This design comes from an exercise in tuning for small area and a short achievable clock period on the open sky130 flow, not from production work.
Where RTL was checked, it was by simulation tests only, not by an equivalence proof against the original.
Power figures rest on the tool's default switching activity, not on a simulated workload.

==> v29: inputs <==
// pe_mac
module pe_mac #(
  parameter int WA       = 16,
  parameter int WB       = 16,
  parameter int ACCW     = 40,
  parameter int MULT_LAT = 1,
  parameter int ADD_LAT  = 0
) (
  input  logic                    clk,
  input  logic                    rst_n,
  input  logic                    in_valid,
  output logic                    in_ready,
  input  logic signed [WA-1:0]    a_in,
  input  logic signed [WB-1:0]    b_in,
  input  logic signed [ACCW-1:0]  psum_in,
  output logic                    out_valid,
  input  logic                    out_ready,
  output logic signed [WA-1:0]    a_out,
  output logic signed [WB-1:0]    b_out,
  output logic signed [ACCW-1:0]  psum_out
);
clock: 6.0 ns
lec_check: 0
cap_margin: 20
core_margin: 2
core_utilization: 40
setup_slack_margin: 3.0
slew_margin: 20
run.sh (not shown) runs the stock make flow with config.mk's settings and CLKGATE_MAP_FILE= SYNTH_SCRIPT=/design/flow/synth_recipe.tcl, a recipe that flattens the netlist after the stock synthesis.
==> inputs of v31, as changes to v29 <==
SETUP_SLACK_MARGIN = not set   (was 3.0)
==> impl_metrics.json <==
{
  "buf_share_pct": 10.6,
  "worstSetupPathDepth": 12,
  "status": "timing/DRC/antenna clean",
  "startpoint": "B[3]",
  "sw_frac_of_total_pct": 36.5,
  "signal_buffers": 188,
  "final.setup.worst_slack_ps": 1750,
  "fmax_mhz": 235,
  "net-switching-power_mw": 1.55
}
the above is filed under v31

==> impl_metrics.json <==
{
  "status": "timing/DRC/antenna clean",
  "worst_r2r_startpoint": "B[5]",
  "hold_buffers": 0,
  "power-top-group": "combinational cells",
  "final.setup.worst_slack_ps": 2540,
  "p_clk_mw": 1.17,
  "met2_usage_pct": 38.9,
  "buf_share_pct": 15.2,
  "net-switching-power_mw": 1.66,
  "signal_buffers": 290,
  "worstSetupPathDepth": 14,
  "sw_frac_of_total_pct": 37.2
}
the above is filed under v29

No functional check of the RTL was part of any run of this note.

========
==> job 8292: inputs <==
pe_mac, a different RTL version from the one above (not shown whole).
==> flow/design.v (excerpt) <==
module pe_mac #(
  parameter int WA       = 16,
  parameter int WB       = 16,
  parameter int ACCW     = 40,
  parameter int MULT_LAT = 1,
  parameter int ADD_LAT  = 0
) (
  input  logic                    clk,
  input  logic                    rst_n,
  input  logic                    in_valid,
  output logic                    in_ready,
  input  logic signed [WA-1:0]    a_in,
  input  logic signed [WB-1:0]    b_in,
  input  logic signed [ACCW-1:0]  psum_in,
  output logic                    out_valid,
  input  logic                    out_ready,
  output logic signed [WA-1:0]    a_out,
  output logic signed [WB-1:0]    b_out,
  output logic signed [ACCW-1:0]  psum_out
);
  logic        acc;
  logic [15:0] A, B;
  logic [39:0] P;           
  logic [39:0] S;
  logic [3:0]  V;
  logic [39:0] psum_off;
  assign in_ready = out_ready;
  assign acc      = in_valid & out_ready;
  assign psum_off = {psum_in[39:31] - 9'd1, psum_in[30:0]};
  always_ff @(posedge clk) begin
    if (!rst_n) begin
      A <= '0;
      B <= '0;
      P <= 40'hFF80000000;
    end else if (acc) begin
      A <= a_in;
      B <= b_in;
      P <= psum_off;
    end
  end
  logic bo0;
  logic bt0;
  logic bn0;
  logic pp0_0;
  logic pp0_1;
  logic pp0_2;
  logic pp0_3;
  logic pp0_4;
  logic pp0_5;
  logic pp0_6;
  logic pp0_7;
  logic pp0_8;
  logic pp0_9;
  logic pp0_10;
  logic pp0_11;
  logic pp0_12;
  logic pp0_13;
  logic pp0_14;
  logic pp0_15;
  logic pp0_16;
  logic ns0;
  ...
export LEC_CHECK = 0
export ABC_AREA = 1
export CAP_MARGIN = 20
export CORE_MARGIN = 2
export CORE_UTILIZATION = 40
export SETUP_SLACK_MARGIN = 3.0
export SLEW_MARGIN = 20
export TNS_END_PERCENT = 5
create_clock -name core_clock -period 6.0 [get_ports {clk}]
standard.sh (not shown) runs the stock make flow with config.mk's settings and CLKGATE_MAP_FILE= SYNTH_SCRIPT=/design/flow/synth_recipe.tcl, a recipe that flattens the netlist after the stock synthesis.
==> flow/flow/run.sh <==
#!/bin/bash
# Own flow: the standard layout, with the port buffers made of the
# smallest buffer cell (sky130_fd_sc_hd__buf_1) instead of the default.
set -euo pipefail
export BUFFER_PORTS_ARGS="-buffer_cell sky130_fd_sc_hd__buf_1"
bash standard.sh > standard.log 2>&1
==> inputs of job 945, as changes to job 8292 <==
==> flow/run.sh (new file) <==
#!/bin/bash
# synth_recipe.tcl (not shown) runs the flow's synth.tcl, then flattens the netlist and writes it again
# the make line also repeats each setting of config.mk as NAME=value (left out here)
make -C /OpenROAD-flow-scripts/flow DESIGN_CONFIG=/design/flow/config.mk WORK_HOME=/design/flow/orfs CLKGATE_MAP_FILE= SYNTH_SCRIPT=/design/flow/synth_recipe.tcl finish
--- a/flow/config.mk
+++ b/flow/config.mk
@@ -7,3 +7,2 @@
 export LEC_CHECK = 0
-export ABC_AREA = 1
 export CAP_MARGIN = 20
@@ -13,2 +12 @@
 export SLEW_MARGIN = 20
-export TNS_END_PERCENT = 5
removed: flow/flow/run.sh
removed: flow/standard.sh
==> inputs of job 4152, as changes to job 8292 <==
==> flow/run.sh (new file) <==
#!/bin/bash
# synth_recipe.tcl (not shown) runs the flow's synth.tcl, then flattens the netlist and writes it again
# the make line also repeats each setting of config.mk as NAME=value (left out here)
make -C /OpenROAD-flow-scripts/flow DESIGN_CONFIG=/design/flow/config.mk WORK_HOME=/design/flow/orfs CLKGATE_MAP_FILE= SYNTH_SCRIPT=/design/flow/synth_recipe.tcl finish
--- a/flow/config.mk
+++ b/flow/config.mk
@@ -13,2 +13 @@
 export SLEW_MARGIN = 20
-export TNS_END_PERCENT = 5
removed: flow/flow/run.sh
removed: flow/standard.sh
==> inputs of job 6122, as changes to job 8292 <==
--- a/flow/config.mk
+++ b/flow/config.mk
@@ -13,2 +13 @@
 export SLEW_MARGIN = 20
-export TNS_END_PERCENT = 5
==> comparison table <==
item	job 4152	job 8292	job 6122	job 945
DR iter-0 viols	787	781	679	1207
Total power per unit cell area	355 nW/um^2	372 nW/um^2	369 nW/um^2	256 nW/um^2
Worst ir drop on vdd	0.000229 V	0.000215 V	0.000239 V	0.000209 V
Worst slack at placement	1.92 ns	1.73 ns	1.86 ns	1.86 ns
Minimum clock period	3.35 ns	3.42 ns	3.35 ns	3.32 ns
Register area share after synthesis	0.292	0.292	0.292	0.269
Layout filler cell count	2741	2885	2815	2914
Start point of the critical path	B[7]$_SDFFE_PN0P_	B[7]$_SDFFE_PN0P_	B[7]$_SDFFE_PN0P_	B[4]$_SDFFE_PN0P_
Sum of routed wire length over all layers	34.2 mm	34.2 mm	34.1 mm	41.9 mm
Worst EP required	6.32 ns	6.40 ns	6.33 ns	6.34 ns
Number of non-clock inverters in the layout	207	207	207	117
Run status	finished clean	finished clean	finished clean	finished clean
Power in the clock group	1.10 mW	1.14 mW	1.11 mW	1.19 mW
Highest clock frequency the design can meet	0.299 GHz	0.292 GHz	0.298 GHz	0.301 GHz
Share of the synthesized area in the top cell type	0.292	0.292	0.292	0.269
Cell area after synthesis	12200 um^2	12200 um^2	12200 um^2	13200 um^2
Number of stages on the worst hold path	2	2	2	1
Top cell by count, worst path	-	sky130_fd_sc_hd__fa_1	sky130_fd_sc_hd__fa_1	sky130_fd_sc_hd__fa_1
Period utilization	0.558	0.570	0.559	0.553
Total number of placement rows	63	63	63	66
Worst flop-to-flop path endpoint	Ms[18]$_DFF_P_	Ms[20]$_DFF_P_	Ms[15]$_DFF_P_	Ms[14]$_DFF_P_
Met2 layer wire length in the routed design	15.5 mm	15.5 mm	15.3 mm	18.8 mm
Share of cell area taken by multi-input logic gates	0.511	0.534	0.549	0.542
Pre-antenna DRT Iters	5	5	5	6
Mean instance size in the synthesized netlist	8.44 um^2	8.44 um^2	8.44 um^2	7.88 um^2

## static timing again, ports no longer ideal
The flow's constraints put no driver on any port. The routed layouts listed below were extracted and timed again, unchanged, in two steps. Step 1 (the two cells are an assumption about what drives the block):
set clk [get_ports {clk}]
set_driving_cell -lib_cell sky130_fd_sc_hd__clkbuf_16 $clk
set_driving_cell -lib_cell sky130_fd_sc_hd__buf_2 [delete_from_list [all_inputs] $clk]
Step 2 adds t to the input delays and takes it off the output delays; t is the mean of the earliest and latest rising clock arrival at the registers after step 1. Input paths then give back, and output paths get back, about the clock's delay inside the block. Slacks: no drivers / after step 1 / after step 2; pairs: no drivers / after step 1.
run | t, ns | setup slack, ns | hold WS [ns] | slew at the worst register clock pin (ns) | cell pins on the clock port's net
v29 | 0.505 | 2.537 / 2.537 / 2.537 | 0.445 / 0.445 / 0.445 | 0.08 / 0.08 | 1
v31 | 0.505 | 1.747 / 1.747 / 1.747 | 0.433 / 0.433 / 0.433 | 0.08 / 0.08 | 1
job 8292 | 0.497 | 2.579 / 2.579 / 2.579 | 0.414 / 0.414 / 0.414 | 0.07 / 0.07 | 1
job 945 | 0.509 | 2.681 / 2.681 / 2.681 | 0.437 / 0.437 / 0.437 | 0.08 / 0.08 | 1
job 4152 | 0.477 | 2.652 / 2.652 / 2.652 | 0.412 / 0.412 / 0.412 | 0.07 / 0.07 | 1
job 6122 | 0.497 | 2.645 / 2.645 / 2.645 | 0.412 / 0.412 / 0.412 | 0.07 / 0.07 | 1
After both steps every run listed still meets setup and hold.
